From an optimization exercise on the open Yosys and OpenROAD flow, aimed at a short achievable clock period and few clock cycles; shortcuts taken in it are not production practice.
Only simulation tests tie the RTL to the original design; equivalence was not proved.
Power is estimated from default activity; no workload was simulated.

**constraint.sdc**
```tcl
create_clock -name core_clock -period 10.5 [get_ports {clk}]
set_input_delay 2.1000 -clock core_clock [delete_from_list [all_inputs] [get_ports {clk}]]
set_output_delay 2.1000 -clock core_clock [all_outputs]
set_load 0.01 [all_outputs]
```
**design.v**
```verilog
`timescale 1ns/1ns
module ks_add #(parameter W = 32) (input [W-1:0] a, b, input cin, output [W-1:0] s, output cout);
	reg [W-1:0] g, p, ng, np, c;
	integer d, i;
	always @(*) begin
		g = a & b;
		p = a ^ b;
		for (d = 1; d < W; d = d * 2) begin
			ng = g; np = p;
			for (i = d; i < W; i = i + 1) begin
				ng[i] = g[i] | (p[i] & g[i-d]);
				np[i] = p[i] & p[i-d];
			end
			g = ng; p = np;
		end
		c[0] = cin;
		for (i = 1; i < W; i = i + 1) c[i] = g[i-1] | (p[i-1] & cin);
	end
	assign s = a ^ b ^ c;
	assign cout = g[W-1] | (p[W-1] & cin);
endmodule
module rf_read(input [991:0] r, input [31:1] oh, output reg [31:0] q);
	integer k;
	always @(*) begin
		q = 32'd0;
		for (k = 1; k < 32; k = k + 1)
			q = q | (r[32*(k-1) +: 32] & {32{oh[k]}});
	end
endmodule
module br_target(input [31:0] pc4, input [15:0] imm, output [31:0] t);
	wire [15:0] lo;
	wire        c;
	ks_add #(16) u_lo (.a(pc4[17:2]), .b(imm), .cin(1'b0), .s(lo), .cout(c));
	wire [13:0] hi   = pc4[31:18];
	wire [13:0] hi_p = hi + 14'd1;
	wire [13:0] hi_m = hi - 14'd1;
	wire        s0 = c == imm[15];
	wire        sp = c & ~imm[15];
	wire        sm = ~c & imm[15];
	assign t = {({14{s0}} & hi) | ({14{sp}} & hi_p) | ({14{sm}} & hi_m), lo, pc4[1:0]};
endmodule
module alu(input [31:0] a, b, link, input s_add, s_sub, s_and, s_or, s_xor, s_slt, s_link,
	output [31:0] res, output [31:0] sum);
	wire [31:0] dif;
	wire        c;
	ks_add #(32) u_add (.a(a), .b(b),  .cin(1'b0), .s(sum), .cout());
	ks_add #(32) u_sub (.a(a), .b(~b), .cin(1'b1), .s(dif), .cout(c));
	assign res = ({32{s_add}} & sum) | ({32{s_sub}} & dif) |
	             ({32{s_and}} & (a & b)) | ({32{s_or}} & (a | b)) |
	             ({32{s_xor}} & (a ^ b)) | {31'd0, s_slt & ~c} |
	             ({32{s_link}} & link);
endmodule
module f_sel(input [5:0] op, input go, output sj, sr, so, plain);
	wire jump = op == 6'd6 | op == 6'd8;
	wire jr   = op == 6'd7;
	assign sj = go & jump;
	assign sr = go & ~jump & jr;
	assign so = ~(sj | sr);
	assign plain = ~jump & ~jr;
endmodule
module pc_mux(input sj, sr, so, input [31:0] jt, ras, base, output [31:0] q);
	assign q = ({32{sj}} & jt) | ({32{sr}} & ras) | ({32{so}} & base);
endmodule
module MIPS(input clk, rst,
	output [31:0] imem_addr, input [31:0] imem_data,
	output [31:0] dmem_addr, output [31:0] dmem_wdata, output dmem_we, input [31:0] dmem_rdata);
	localparam [5:0] OP_R = 6'd0, OP_ADDI = 6'd1, OP_SLTI = 6'd2, OP_LW = 6'd3, OP_SW = 6'd4,
	                 OP_BEQ = 6'd5, OP_J = 6'd6, OP_JR = 6'd7, OP_JAL = 6'd8;
	reg  [31:0] pc;
	reg  [31:0] ras;               
	reg  [31:0] regs [1:31];
	reg  [3:0]  bt_v;
	reg  [9:0]  bt_tag [0:3];
	reg  [31:0] bt_tgt [0:3];
	reg  [1:0]  bt_ctr [0:3];
	reg  [1:0]  bt_rr;
	reg         d_valid;
	reg         d_bp;              
	reg  [31:0] d_bpt;
	reg  [9:0]  d_btag;
	reg  [31:0] d_ir, d_pc4, d_pred;
	reg  [31:1] d_rsoh, d_rtoh;    
	reg         x_valid;
	reg  [4:0]  x_dst;
	reg         x_we, x_lw, x_sw, x_beq, x_jr;
	reg  [15:0] x_imm;
	reg  [31:0] x_pc4, x_pred;
	reg  [31:0] x_a, x_b, x_o;     
	reg         x_rAdd, x_rSub, x_rAnd, x_rOr, x_rXor, x_rSlt, x_rLink;
	reg         x_bany, x_bsame;   
	reg         x_bp;
	reg  [31:0] x_bpt, x_btarget;
	reg  [9:0]  x_btag;
	reg         m_we, m_lw;
	reg  [4:0]  m_dst;
	reg  [31:0] m_res;
	reg  [31:0] m_addr, m_sdata;   
	reg         m_sw;
	wire [31:0] r_add, x_res;
	alu u_alu (.a(x_a), .b(x_o), .link(x_pc4), .s_add(x_rAdd), .s_sub(x_rSub), .s_and(x_rAnd),
		.s_or(x_rOr), .s_xor(x_rXor), .s_slt(x_rSlt), .s_link(x_rLink), .res(x_res), .sum(r_add));
	wire        x_eq   = x_a == x_b;
	wire        x_jrok = x_a == x_pred;
	wire        x_taken = x_bany & (x_bsame | x_eq);
	wire        x_bpok  = x_taken & (x_bpt == x_btarget);
	wire        xr = x_valid & ((x_bp & ~x_bpok) | (~x_bp & x_beq & x_eq) | (x_jr & ~x_jrok));
	wire        xr_seq = x_bp & ~x_taken;
	wire [31:0] xr_pc = ({32{x_jr}} & x_a) | ({32{~x_jr & xr_seq}} & x_pc4) |
	                    ({32{~x_jr & ~xr_seq}} & x_btarget);
	wire [31:0] m_wdata = ({32{m_lw}} & dmem_rdata) | ({32{~m_lw}} & m_res);
	wire [5:0]  d_op   = d_ir[31:26];
	wire [4:0]  d_rs   = d_ir[25:21];
	wire [4:0]  d_rt   = d_ir[20:16];
	wire [4:0]  d_rd   = d_ir[15:11];
	wire [5:0]  d_func = d_ir[5:0];
	wire [15:0] d_imm  = d_ir[15:0];
	wire d_isR    = d_op == OP_R;
	wire d_isBeq  = d_op == OP_BEQ;
	wire d_bsame  = d_isBeq & (d_rs == d_rt);       
	wire d_useimm = d_op == OP_ADDI | d_op == OP_SLTI | d_op == OP_LW | d_op == OP_SW;
	wire d_uses_rs = d_isR | d_useimm | (d_isBeq & ~d_bsame) | d_op == OP_JR;
	wire d_uses_rt = d_isR | d_op == OP_SW | (d_isBeq & ~d_bsame);
	wire d_isJal  = d_op == OP_JAL;
	reg  [4:0]  d_dst;
	reg         d_we;
	always @(*) begin
		d_dst = 5'd0; d_we = 1'b0;
		case (d_op)
			OP_R:                    begin d_dst = d_rd;  d_we = 1'b1; end
			OP_ADDI, OP_SLTI, OP_LW: begin d_dst = d_rt;  d_we = 1'b1; end
			OP_JAL:                  begin d_dst = 5'd31; d_we = 1'b1; end
			default: ;
		endcase
		if (d_dst == 5'd0) d_we = 1'b0;
	end
	wire [991:0] rflat;
	genvar gi;
	generate for (gi = 1; gi < 32; gi = gi + 1) begin : g_rf
		assign rflat[32*(gi-1) +: 32] = regs[gi];
	end endgenerate
	wire [31:0] d_a, d_b;
	rf_read u_rfa (.r(rflat), .oh(d_rsoh), .q(d_a));
	rf_read u_rfb (.r(rflat), .oh(d_rtoh), .q(d_b));
	wire xwe = x_we & x_valid;
	wire a_fx = xwe & d_rs == x_dst;
	wire a_fm = ~a_fx & m_we & d_rs == m_dst;
	wire a_fr = ~a_fx & ~a_fm;
	wire b_fx = xwe & d_rt == x_dst;
	wire b_fm = ~b_fx & m_we & d_rt == m_dst;
	wire b_fr = ~b_fx & ~b_fm;
	wire a_fl = a_fm & m_lw, a_fa = a_fm & ~m_lw;
	wire b_fl = b_fm & m_lw, b_fa = b_fm & ~m_lw;
	wire [31:0] d_av = ({32{a_fx}} & x_res) | ({32{a_fa}} & m_res) | ({32{a_fl}} & dmem_rdata) |
	                   ({32{a_fr}} & d_a);
	wire [31:0] d_bv = ({32{b_fx}} & x_res) | ({32{b_fa}} & m_res) | ({32{b_fl}} & dmem_rdata) |
	                   ({32{b_fr}} & d_b);
	wire [31:0] d_ov = ({32{~d_useimm & b_fx}} & x_res) | ({32{~d_useimm & b_fa}} & m_res) |
	                   ({32{~d_useimm & b_fl}} & dmem_rdata) | ({32{~d_useimm & b_fr}} & d_b) |
	                   ({32{d_useimm}} & {{16{d_imm[15]}}, d_imm});
	wire stall = d_valid & ~xr & xwe & x_lw &
	             ((d_uses_rs & d_rs == x_dst) | (d_uses_rt & d_rt == x_dst));
	wire dr = d_valid & ~xr & d_bsame & ~d_bp;
	wire [31:0] dr_pc;
	br_target u_dbt (.pc4(d_pc4), .imm(d_imm), .t(dr_pc));
	wire [5:0]  f_op   = imem_data[31:26];
	wire [31:0] f_pc4  = pc + 32'd4;
	wire [31:0] f_jtarget = {f_pc4[31:28], imem_data[25:0], 2'b00};
	wire        f_go = ~xr & ~dr & ~stall;
	wire [31:0] early_pc = xr ? xr_pc : dr ? dr_pc : pc;
	wire [9:0]  f_btag = pc[11:2];
	reg  [3:0]  f_bpv;
	reg  [31:0] f_bt;
	integer j;
	always @(*) begin
		f_bt = 32'd0;
		for (j = 0; j < 4; j = j + 1) begin
			f_bpv[j] = bt_v[j] & bt_tag[j] == f_btag & bt_ctr[j][1];
			f_bt = f_bt | ({32{f_bpv[j]}} & bt_tgt[j]);
		end
	end
	wire        f_bhit = |f_bpv;
	wire [31:0] f_seq  = ({32{f_bhit}} & f_bt) | ({32{~f_bhit}} & f_pc4);
	wire [31:0] f_base = ({32{f_go}} & f_seq) | ({32{~f_go}} & early_pc);
	wire        s_j, s_r, s_o, f_plain;
	f_sel  u_fsel (.op(f_op), .go(f_go), .sj(s_j), .sr(s_r), .so(s_o), .plain(f_plain));
	wire [31:0] f_next;
	pc_mux u_pcm (.sj(s_j), .sr(s_r), .so(s_o), .jt(f_jtarget), .ras(ras), .base(f_base), .q(f_next));
	always @(posedge clk) begin
		if (rst) pc <= 32'd0;
		else     pc <= f_next;
	end
	always @(posedge clk) begin
		if (rst)                    ras <= 32'd0;
		else if (d_valid & d_isJal) ras <= d_pc4;
	end
	integer k;
	always @(posedge clk) begin
		if (rst | xr | dr) d_valid <= 1'b0;
		else if (~stall)   d_valid <= 1'b1;
		if (~stall) begin
			d_ir   <= imem_data;
			d_pc4  <= f_pc4;
			d_pred <= ras;
			d_bp   <= f_plain & f_bhit;
			d_bpt  <= f_bt;
			d_btag <= f_btag;
		end
		for (k = 1; k < 32; k = k + 1) begin
			d_rsoh[k] <= (stall ? d_rs : imem_data[25:21]) == k[4:0];
			d_rtoh[k] <= (stall ? d_rt : imem_data[20:16]) == k[4:0];
		end
	end
	always @(posedge clk) begin
		x_valid <= d_valid & ~rst & ~xr & ~stall;
		x_dst  <= d_dst;
		x_we   <= d_we;
		x_lw   <= d_op == OP_LW;
		x_sw   <= d_op == OP_SW;
		x_beq  <= d_isBeq & ~d_bsame;
		x_jr   <= d_op == OP_JR;
		x_imm  <= d_imm;
		x_pc4  <= d_pc4;
		x_pred <= d_pred;
		x_a    <= d_av;
		x_b    <= d_bv;
		x_o    <= d_ov;
		x_rSub <= d_isR & d_func == 6'd1;
		x_rAnd <= d_isR & d_func == 6'd2;
		x_rOr  <= d_isR & d_func == 6'd3;
		x_rXor <= d_isR & d_func == 6'd4;
		x_rSlt <= (d_isR & d_func == 6'd5) | d_op == OP_SLTI;
		x_rLink <= d_isJal;
		x_bany <= d_isBeq;
		x_bsame <= d_bsame;
		x_bp   <= d_bp;
		x_bpt  <= d_bpt;
		x_btarget <= dr_pc;
		x_btag <= d_btag;
		x_rAdd <= ~((d_isR & (d_func == 6'd1 | d_func == 6'd2 | d_func == 6'd3 | d_func == 6'd4 |
		                      d_func == 6'd5)) | d_op == OP_SLTI | d_isJal);
	end
	always @(posedge clk) begin
		m_we    <= xwe & ~rst;
		m_lw    <= x_lw;
		m_dst   <= x_dst;
		m_res   <= x_res;
		m_sw    <= x_sw & x_valid & ~rst;
		m_addr  <= r_add;
		m_sdata <= x_b;
	end
	reg  [3:0] x_bm;
	integer e;
	always @(*) for (e = 0; e < 4; e = e + 1) x_bm[e] = bt_v[e] & bt_tag[e] == x_btag;
	always @(posedge clk) begin
		if (rst) begin
			bt_v  <= 4'd0;
			bt_rr <= 2'd0;
		end else if (x_valid & x_bany) begin
			if (x_bm == 4'd0) begin
				if (x_taken) begin
					bt_v[bt_rr]   <= 1'b1;
					bt_tag[bt_rr] <= x_btag;
					bt_tgt[bt_rr] <= x_btarget;
					bt_ctr[bt_rr] <= 2'd2;
					bt_rr <= bt_rr + 2'd1;
				end
			end else begin
				for (e = 0; e < 4; e = e + 1) if (x_bm[e]) begin
					bt_tgt[e] <= x_btarget;
					if (x_taken) bt_ctr[e] <= (bt_ctr[e] == 2'd3) ? 2'd3 : bt_ctr[e] + 2'd1;
					else         bt_ctr[e] <= (bt_ctr[e] == 2'd0) ? 2'd0 : bt_ctr[e] - 2'd1;
				end
			end
		end
	end
	assign imem_addr  = pc;
	assign dmem_addr  = m_addr;
	assign dmem_wdata = m_sdata;
	assign dmem_we    = m_sw;
	reg rst_q;
	always @(posedge clk) rst_q <= rst;
	integer i;
	always @(posedge clk) begin
		if (rst_q) begin
			for (i = 1; i < 32; i = i + 1) regs[i] <= 32'd0;
		end else if (m_we) begin
			regs[m_dst] <= m_wdata;
		end
	end
endmodule
```
**config.mk**
```make
export PLATFORM = sky130hd
export DESIGN_NAME = MIPS
export DESIGN_NICKNAME = MIPS
export VERILOG_FILES = /design/flow/design.v
export SDC_FILE = /design/flow/constraint.sdc
export NUM_CORES = 4
export LEC_CHECK = 0
export ABC_CLOCK_PERIOD_IN_PS = 1000
export CAP_MARGIN = 20
export CORE_MARGIN = 2
export CORE_UTILIZATION = 40
export SLEW_MARGIN = 20
export SYNTH_HIERARCHICAL = 1
```
**standard.sh**
```bash
#!/bin/bash
# synth_recipe.tcl (not shown) runs the flow's synth.tcl, then flattens the netlist and writes it again
# the make line also repeats each setting of config.mk as NAME=value (left out here)
make -C /OpenROAD-flow-scripts/flow DESIGN_CONFIG=/design/flow/config.mk WORK_HOME=/design/flow/orfs CLKGATE_MAP_FILE= SYNTH_SCRIPT=/design/flow/synth_recipe.tcl "${@:-finish}"
```
**flow/run.sh**
```bash
#!/bin/bash
# Layout flow: the standard flow (its synthesis unchanged), with
# repair_timing aiming for setup slack beyond the design's clock period and
# the port buffers made from buf cells that the resizer can size.
set -o pipefail
bash standard.sh SETUP_SLACK_MARGIN=7.3 "BUFFER_PORTS_ARGS=-buffer_cell sky130_fd_sc_hd__buf_8" finish > standard.log 2>&1
```
==> results of run 1 <==
==> worst reg2reg max path, delay by kind of cell (launching register included) <==
family / cells / cell delay (ps)
XOR/XNOR: 1 / 170
buffers and inverters: 9 / 1150
AND/OR/NAND/NOR: 3 / 760
flip-flops: 1 / 340
AO/OA/AOI/OAI: 3 / 1060
==> per-layer routing <==
layer  part of all wire (%)  routed length, microns  vias to the layer above
met5                   0.11                     421                        -
met4                    7.7                   28200                       64
met3                     14                   50100                     1033
met2                     42                  153000                     5333
met1                     37                  136000                    33900
li1                       -                       -                    27900
==> path summary, 6_finish.rpt <==
check / endpoint / slack (ps) / depth (start not counted)
worst max-delay path: d_ir[22] / 6720 / 16
worst min-delay path: x_bpt[1] / 320 / 0
worst min register to register: x_bpt[1] / 320 / 0
worst max register to register: d_ir[22] / 6720 / 16
==> cell usage in the layout (no fill, tap or decap), types with 28 or more instances in the layout <==
| cell | instances |
|---|---|
| buf_6 | 76 |
| nand4_1 | 186 |
| o22ai_2 | 34 |
| a222oi_1 | 97 |
| a22oi_1 | 909 |
| nor2b_1 | 42 |
| nand3_1 | 197 |
| a22o_1 | 65 |
| dfxtp_1 | 331 |
| dfxtp_4 | 83 |
| clkbuf_1 | 58 |
| mux2i_1 | 43 |
| o21ai_0 | 96 |
| a221oi_2 | 66 |
| buf_8 | 166 |
| or4_1 | 65 |
| xnor2_1 | 168 |
| edfxtp_1 | 1307 |
| buf_4 | 357 |
| xor2_1 | 110 |
| nor2_1 | 1116 |
| ha_1 | 99 |
| mux2_2 | 32 |
| nor3_1 | 28 |
| ha_4 | 47 |
| a21o_1 | 31 |
| clkbuf_16 | 207 |
| buf_12 | 48 |
| mux2i_4 | 36 |
| dfxtp_2 | 79 |
| mux2_4 | 35 |
| inv_1 | 172 |
| a21oi_1 | 145 |
| o21a_1 | 38 |
| nand2_1 | 370 |
==> power breakdown <==
group	leakage, nW	total, mW	internal, mW	switching, mW
clock	3.01	6.80	3.83	2.97
combinational	17.4	4.22	1.47	2.75
sequential	17.6	8.44	8.01	0.432
total	38.0	19.5	13.3	6.15
==> repair_timing <==
| item | in CTS | in global routing |
|---|---|---|
| setup endpoints to repair | 1175 | 793 |
| setup buffers | 207 | 100 |
| cloned | 18 | 23 |
| pin swaps | 146 | 137 |
| gates resized for setup | 610 | 331 |
==> per-stage QoR <==
stage,std cells,power (mW)
final,10400,19.5
after global routing,10400,19.8
after CTS,10300,19.0
after detailed placement,9714,11.8
after global placement,9714,11.8
after floorplan,7254,10.0
==> layout make-up <==
cell class	count	area, sq um
Antenna cell	10	25.0
Clock buffer	277	5410
Clock inverter	75	813
Fill cell	18000	105000
Inverter	181	732
Multi-Input combinational cell	4700	34100
Sequential cell	1800	49500
Tap cell	2704	3380
Timing Repair Buffer	668	7540
Timing Repair inverter	9	190
==> flow_summary.rst, run 1 <==
.. list-table::
   :header-rows: 1

   * - Metric
     - Value
   * - Final estimated routing congestion in global placement
     - 0.999
   * - PnR worst setup slack
     - 6720 ps
   * - Design area
     - 0.102 sq mm
   * - Number of placed I/O pins
     - 163
   * - Leakage dissipation
     - 38.0 nW
   * - Area of placed instances
     - 0.0881 sq mm
   * - Detailed-route wire length
     - 368 mm
   * - Register clock-pin slew on the reported worst setup and hold paths
     - 60 ps
   * - Capturing element type of the critical path
     - flip-flop
   * - Most frequent cell on the critical path
     - buf_6
   * - Finished Core Util
     - 49.3%
   * - Number of flip-flops under the largest register name
     - 992
   * - GR Layer Usage met1
     - 43.7%
   * - Longest Clk Path Bufs
     - 3
   * - Overall die area
     - 0.211 sq mm
   * - DR vias/cell
     - 6.55
   * - Min cycle time layout
     - 3780 ps
   * - Peak VDD IR
     - 0.174 mV
   * - Vias in the first global route
     - 63200
   * - Root buf cell
     - clkbuf_16
   * - Register ranked first by flip-flop count
     - regs
   * - Crit path buf inv count
     - 9
   * - Cell type group with the largest total delay on the critical path
     - buffers and inverters
   * - Die W
     - 459 microns
   * - DRT iter0 DRCs
     - 12500
   * - Worst setup path startpoint
     - x_b[8]
   * - Biggest regs
     - regs (992), bt_tgt (128), bt_tag (40)
   * - Relative max-transition margin
     - 21.3%
   * - Critical Path Fanout Max
     - 14
   * - Met3 Resource Use GR
     - 10.1%
   * - Final HPWL from detailed placement
     - 231 mm
   * - Initial antenna violation count
     - 60
   * - Final period utilization
     - 36.0%
   * - Pin count of the biggest net entering global routing
     - 86
   * - Worst slack after detailed placement
     - 5550 ps
   * - Total routing resource utilization after global routing
     - 33.4%
   * - Number of nets with antenna violations after routing
     - 0
   * - First-pass DRT Iterations
     - 9
   * - Source of the worst hold timing path
     - d_bpt[1]
   * - Initial standard-cell utilization of the core
     - 40.1%
   * - Global route hottest layer
     - met2
   * - Total overflow reported by the global router
     - 0
   * - Total of buffers placed on input and output ports
     - 162
   * - Setup tns final
     - 0 ps
   * - Start of the worst register-to-register path
     - x_b[8]
   * - Pwr dens
     - 191 mW/mm^2
   * - Type of the most critical hold path
     - reg -> reg
   * - Cells after synthesis
     - 7247
   * - Transition time at the pin with the least slew margin
     - 1180 ps
   * - Critical Path Slowest Stage Cell
     - o41a_1
   * - Number of buffers added by the clock tree synthesis step
     - 189
   * - Hold-fix buffer count after cts
     - 0
   * - Core Box Area
     - 0.206 sq mm
   * - Syn avg cell area
     - 11.4 sq um
   * - Max-cap violations
     - 0
   * - Category of the worst setup path launch point
     - flip-flop
   * - Avg WL per Cell
     - 35.3 microns
   * - RSZ-0062 raised after global routing
     - true
   * - List of cells traversed by the critical path
     - xnor2_2 > nand4_1 > nor4_4 > a31oi_4 > o41a_1 > o21a_4 > buf_6 > buf_6 > buf_6 > buf_6 > buf_6 > nor2_4 > buf_12 > buf_12 > clkinv_16 > clkbuf_16
   * - Slowest stage delay, CP
     - 540 ps
   * - H-tree lvl count
     - 4
   * - Class of the most critical setup path
     - reg -> reg
   * - Critical Path AT
     - 4370 ps
   * - Hold violation total from the final report
     - 0
   * - Vertical die dimension
     - 459 microns
   * - Post-route DRC
     - 0
   * - Net count reported at finish
     - 7772
   * - Final Slew Violations
     - 0
   * - Clock network latency to the later pin of the worst-skew pair
     - 910 ps
   * - Sinks on the clock net
     - 1800
   * - Area added between synthesis and finish
     - 22.9%
   * - Highest achievable clock rate
     - 0.265 GHz
   * - Worst clock skew on the final layout
     - 72.7 ps
   * - Critical path data required time
     - 11100 ps
   * - Result of the run
     - finished clean
   * - Row cnt
     - 167
   * - Clock tree from TritonCTS
     - yes
   * - Wire length of the first global-routing pass
     - 498 mm
   * - Via total after detailed routing
     - 68200
   * - Met2 GRT Util
     - 48.0%
   * - Post-synth design cell area
     - 0.0828 sq mm
   * - Hold WS
     - 323 ps
   * - Number of warnings printed during yosys synthesis
     - 10
   * - Proportion of layout cells with a drive suffix above 1
     - 22.6%
   * - Final setup violation count
     - 0
Testbench counts, summed over its fixed seeds: cycles 70,391.
==> run 2: changes to the inputs <==
--- a/design.v
+++ b/design.v
@@ -90,5 +90,6 @@
 	reg         x_bany, x_bsame;   
 	reg         x_bp;
-	reg  [31:0] x_bpt, x_btarget;
+	reg  [31:0] x_btarget;
+	reg         x_tgtok;           
 	reg  [9:0]  x_btag;
 	reg         m_we, m_lw;
@@ -103,5 +104,5 @@
 	wire        x_jrok = x_a == x_pred;
 	wire        x_taken = x_bany & (x_bsame | x_eq);
-	wire        x_bpok  = x_taken & (x_bpt == x_btarget);
+	wire        x_bpok  = x_taken & x_tgtok;
 	wire        xr = x_valid & ((x_bp & ~x_bpok) | (~x_bp & x_beq & x_eq) | (x_jr & ~x_jrok));
 	wire        xr_seq = x_bp & ~x_taken;
@@ -234,5 +235,5 @@
 		x_bsame <= d_bsame;
 		x_bp   <= d_bp;
-		x_bpt  <= d_bpt;
+		x_tgtok <= d_bpt == dr_pc;
 		x_btarget <= dr_pc;
 		x_btag <= d_btag;
==> run 2 against run 1 <==
Effect of this change:
- combinational power fell by 4%
- critical path depth grew 2
- synthesized area decreased by 0.22%
- clock-buffer cell count down 21
- critical endpoint is now pc[29]
- largest power group unchanged
==> flow_summary.rst, run 2 <==
.. list-table::
   :header-rows: 1

   * - Metric
     - Value
   * - Number of buffers added by the clock tree synthesis step
     - 187 (-1.1%)
   * - Total area of multi-input combinational cells
     - 0.0339 sq mm (-0.56%)
   * - Area added between synthesis and finish
     - 20.5%
   * - Register ranked first by flip-flop count
     - regs
   * - Worst clock skew on the final layout
     - 78.6 ps (+5.91 ps)
   * - Vias in the first global route
     - 63000 (-0.21%)
   * - Type of the most critical hold path
     - reg -> reg
   * - DRT iter0 DRCs
     - 12100 (-3.1%)
   * - Critical Path Slowest Stage Cell
     - edfxtp_1
   * - Leakage dissipation
     - 37.1 nW (-2.3%)
   * - Root buf cell
     - clkbuf_16
   * - Post-route DRC
     - 0 (unchanged)
   * - Number of warnings printed during yosys synthesis
     - 10 (unchanged)
   * - Seq pwr share
     - 43.3% (about the same)
   * - Relative max-transition margin
     - 21.8% (+0.55 points)
   * - Final Slew Violations
     - 0 (unchanged)
   * - Number of flip-flops under the largest register name
     - 992 (unchanged)
   * - Proportion of layout cells with a drive suffix above 1
     - 20.9% (-1.7 points)
   * - Transition time at the pin with the least slew margin
     - 1170 ps (-8.25 ps)
   * - Area of all sequential standard cells
     - 0.0489 sq mm (-1.3%)
   * - Clock tree from TritonCTS
     - yes
   * - Critical path data required time
     - 11230 ps (+130 ps)
   * - Longest Clk Path Bufs
     - 3 (unchanged)
   * - Cells after synthesis
     - 7301 (+0.75%)
   * - Final period utilization
     - 34.7% (-1.2 points)
   * - Class of the most critical setup path
     - reg -> reg
   * - Critical Path Fanout Max
     - 6 (-8)
   * - Pwr dens
     - 192 mW/mm^2 (+0.59%)
   * - Vertical die dimension
     - 458 microns (-0.11%)
   * - Overall die area
     - 0.210 sq mm (-0.21%)
   * - Net count reported at finish
     - 7737 (-0.45%)
   * - Register clock-pin slew on the reported worst setup and hold paths
     - 70 ps (about the same)
   * - Net Sw Power
     - 6.04 mW (-1.7%)
   * - Number of nets with antenna violations after routing
     - 0 (unchanged)
   * - Relative contribution of combinational cells to total power
     - 21.1% (-0.6 points)
   * - Final setup violation count
     - 0 (unchanged)
   * - Critical Path AT
     - 4380 ps (about the same)
   * - Most common library cell in the layout ignoring fill and taps
     - edfxtp_1
   * - Highest-count cells in the layout ignoring fill and taps
     - 1307 x edfxtp_1, 1077 x nor2_1, 844 x a22oi_1, 470 x nand2_1, 362 x buf_4
   * - RSZ-0062 raised after global routing
     - true
   * - Total overflow reported by the global router
     - 0 (unchanged)
   * - Slowest stage delay, CP
     - 440 ps (-100 ps)
   * - Post-synth design cell area
     - 0.0826 sq mm (-0.22%)
   * - Peak VDD IR
     - 0.183 mV (+5.5%)
   * - Number of placed I/O pins
     - 163 (unchanged)
   * - H-tree lvl count
     - 4 (unchanged)
   * - Result of the run
     - finished clean
   * - Row cnt
     - 166 (-0.60%)
   * - Sinks on the clock net
     - 1769 (-1.7%)
   * - Detailed-route wire length
     - 350 mm (-4.7%)
   * - Wire length of the first global-routing pass
     - 481 mm (-3.3%)
   * - Final estimated routing congestion in global placement
     - 1.00 (+0.19%)
   * - Switching share of total power
     - 31.5% (-0.059 points)
   * - Hold violation total from the final report
     - 0 (unchanged)
   * - Setup tns final
     - 0 ps (unchanged)
   * - Min cycle time layout
     - 3650 ps (-128 ps)
   * - Final HPWL from detailed placement
     - 225 mm (-2.8%)
   * - Internal portion of total power
     - 13.1 mW (-1.4%)
   * - Avg WL per Cell
     - 33.8 microns (-4.2%)
   * - List of cells traversed by the critical path
     - ha_4 > o211ai_4 > o21ai_2 > a31oi_4 > o31ai_4 > o22a_4 > inv_4 > ha_4 > inv_4 > nand2_2 > o211ai_1 > o311ai_4 > mux2i_1 > mux2i_1 > a21o_1 > a222oi_1 > inv_1 > nor2b_1
   * - Die W
     - 458 microns (-0.11%)
   * - Initial antenna violation count
     - 33 (-45%)
   * - Clock network latency to the later pin of the worst-skew pair
     - 900 ps (about the same)
   * - Pin count of the biggest net entering global routing
     - 76 (-12%)
   * - Register-to-register setup slack
     - 6850 ps (+130 ps)
   * - Total of buffers placed on input and output ports
     - 162 (unchanged)
   * - Syn avg cell area
     - 11.3 sq um (-0.95%)
   * - Via total after detailed routing
     - 67400 (-1.2%)
   * - Total power
     - 19.2 mW (-1.5%)
   * - First-pass DRT Iterations
     - 10 (+1)
   * - Biggest regs
     - regs (992), bt_tgt (128), bt_tag (40)
   * - Category of the worst setup path launch point
     - flip-flop
   * - Highest achievable clock rate
     - 0.274 GHz (+3.5%)
   * - Core Box Area
     - 0.205 sq mm (-0.70%)
   * - Initial standard-cell utilization of the core
     - 40.3% (+0.20 points)
   * - Proportion of power drawn by the clock network
     - 35.5% (+0.6 points)
   * - Capturing element type of the critical path
     - flip-flop
   * - DR vias/cell
     - 6.50 (-0.70%)
   * - Total routing resource utilization after global routing
     - 32.0% (-1.3 points)
   * - Max-cap violations
     - 0 (unchanged)
   * - Number of fill cells
     - 18000 (+0.055%)
-- run 2: per-layer routing --
layer / part of all wire, % / vias up / GRT usage [%]
met5: 0.095 / - / 0.413
met4: 7.0 / 32 / 18.7
met3: 13 / 936 / 9.74
met2: 44 / 4962 / 48.3
met1: 36 / 33600 / 40.6
li1: - / 27800 / -
-- run 2: worst paths after layout --
check,startpoint,end,cells after the start
setup / recovery,d_pc4[3],pc[29],18
hold / removal,d_btag[0],x_btag[0],0
setup reg to reg,d_pc4[3],pc[29],18
hold reg to reg,d_btag[0],x_btag[0],0
-- run 2: power groups by stage --
| stage | registers [mW] | clock network (mW) | logic [mW] |
|---|---|---|---|
| after floorplan | 8.22 | 0 | 1.64 |
| after global placement | 8.40 | 0 | 3.16 |
| after detailed placement | 8.42 | 0 | 3.18 |
| after CTS | 8.28 | 6.82 | 3.63 |
| after global routing | 8.33 | 7.09 | 4.14 |
| final | 8.31 | 6.81 | 4.05 |
-- run 2: per-stage QoR --
stage | hold WS, ps | util, % | worst slack, ps | area [sq um] | cells
6_report | 340 | 48.6 | 6850 | 99600 | 10400
3_5_place_dp | 327 | 42.8 | 6060 | 87700 | 9740
3_3_place_gp | 324 | 42.8 | 6160 | 87700 | 9739
2_1_floorplan | 323 | - | 6990 | 82900 | 7308
5_1_grt | 344 | 48.6 | 6720 | 99500 | 10400
4_1_cts | 339 | 47.7 | 6900 | 97800 | 10300
-- run 2: cell type report --
type,count,share of cell area (%)
Multi-Input combinational cell,4742,34.0
Antenna cell,14,0.0352
Clock inverter,88,1.11
Sequential cell,1769,49.1
Timing Repair inverter,1,0.00754
Timing Repair Buffer,607,6.38
Inverter,206,0.795
Tap cell,2688,3.38
Clock buffer,256,5.15
-- run 2: worst max-delay path: cells and delay by family (launching register included) --
kind / cells / cell delay [ps]
flops: 1 / 440
buf+inv: 3 / 180
mux: 2 / 260
simple gates: 2 / 200
fa+ha+maj: 2 / 590
compound gates: 9 / 1830
-- run 2: what timing repair did --
action,4_1_cts,5_1_grt
gates cloned,10,4
gates resized for setup,654,231
pin swaps,162,141
buffers inserted,185,74
endpoints found under the setup margin,1187,620
hold buffers,0,0
Testbench counts of run 2, summed over its fixed seeds: cycles 70,391.

-- port drivers added, routing unchanged --
In the flow no input, the clock included, has a driving cell. The finished layouts below were timed again as built, in two steps.
Step 1 sets driving cells, clkbuf_16 on the clock port and buf_2 on the other inputs (assumed; they add their load-dependent delay and slew).
Step 2 also shifts input and output timing later by t, the mid clock arrival at the registers, as if the neighbouring blocks saw the same clock.
Three values: ideal, step 1, step 2; two values: the first two.
| run | shift t [ns] | setup slack, ns | latest minus earliest clock arrival (ns) | worst register clock-pin slew, ns | worst slew at a driven data input, ns |
|---|---|---|---|---|---|
| run 1 | 0.966 | 6.725 / 6.725 / 6.426 | 0.073 / 0.073 | 0.07 / 0.07 | 0.15 |
| run 2 | 0.944 | 6.853 / 6.834 / 6.447 | 0.083 / 0.082 | 0.07 / 0.07 | 0.15 |
After both steps setup and hold are still met in every run listed. For run 2, which loses most, drivers alone change the setup slack by -0.019 ns; drivers and shift together by -0.406 ns.
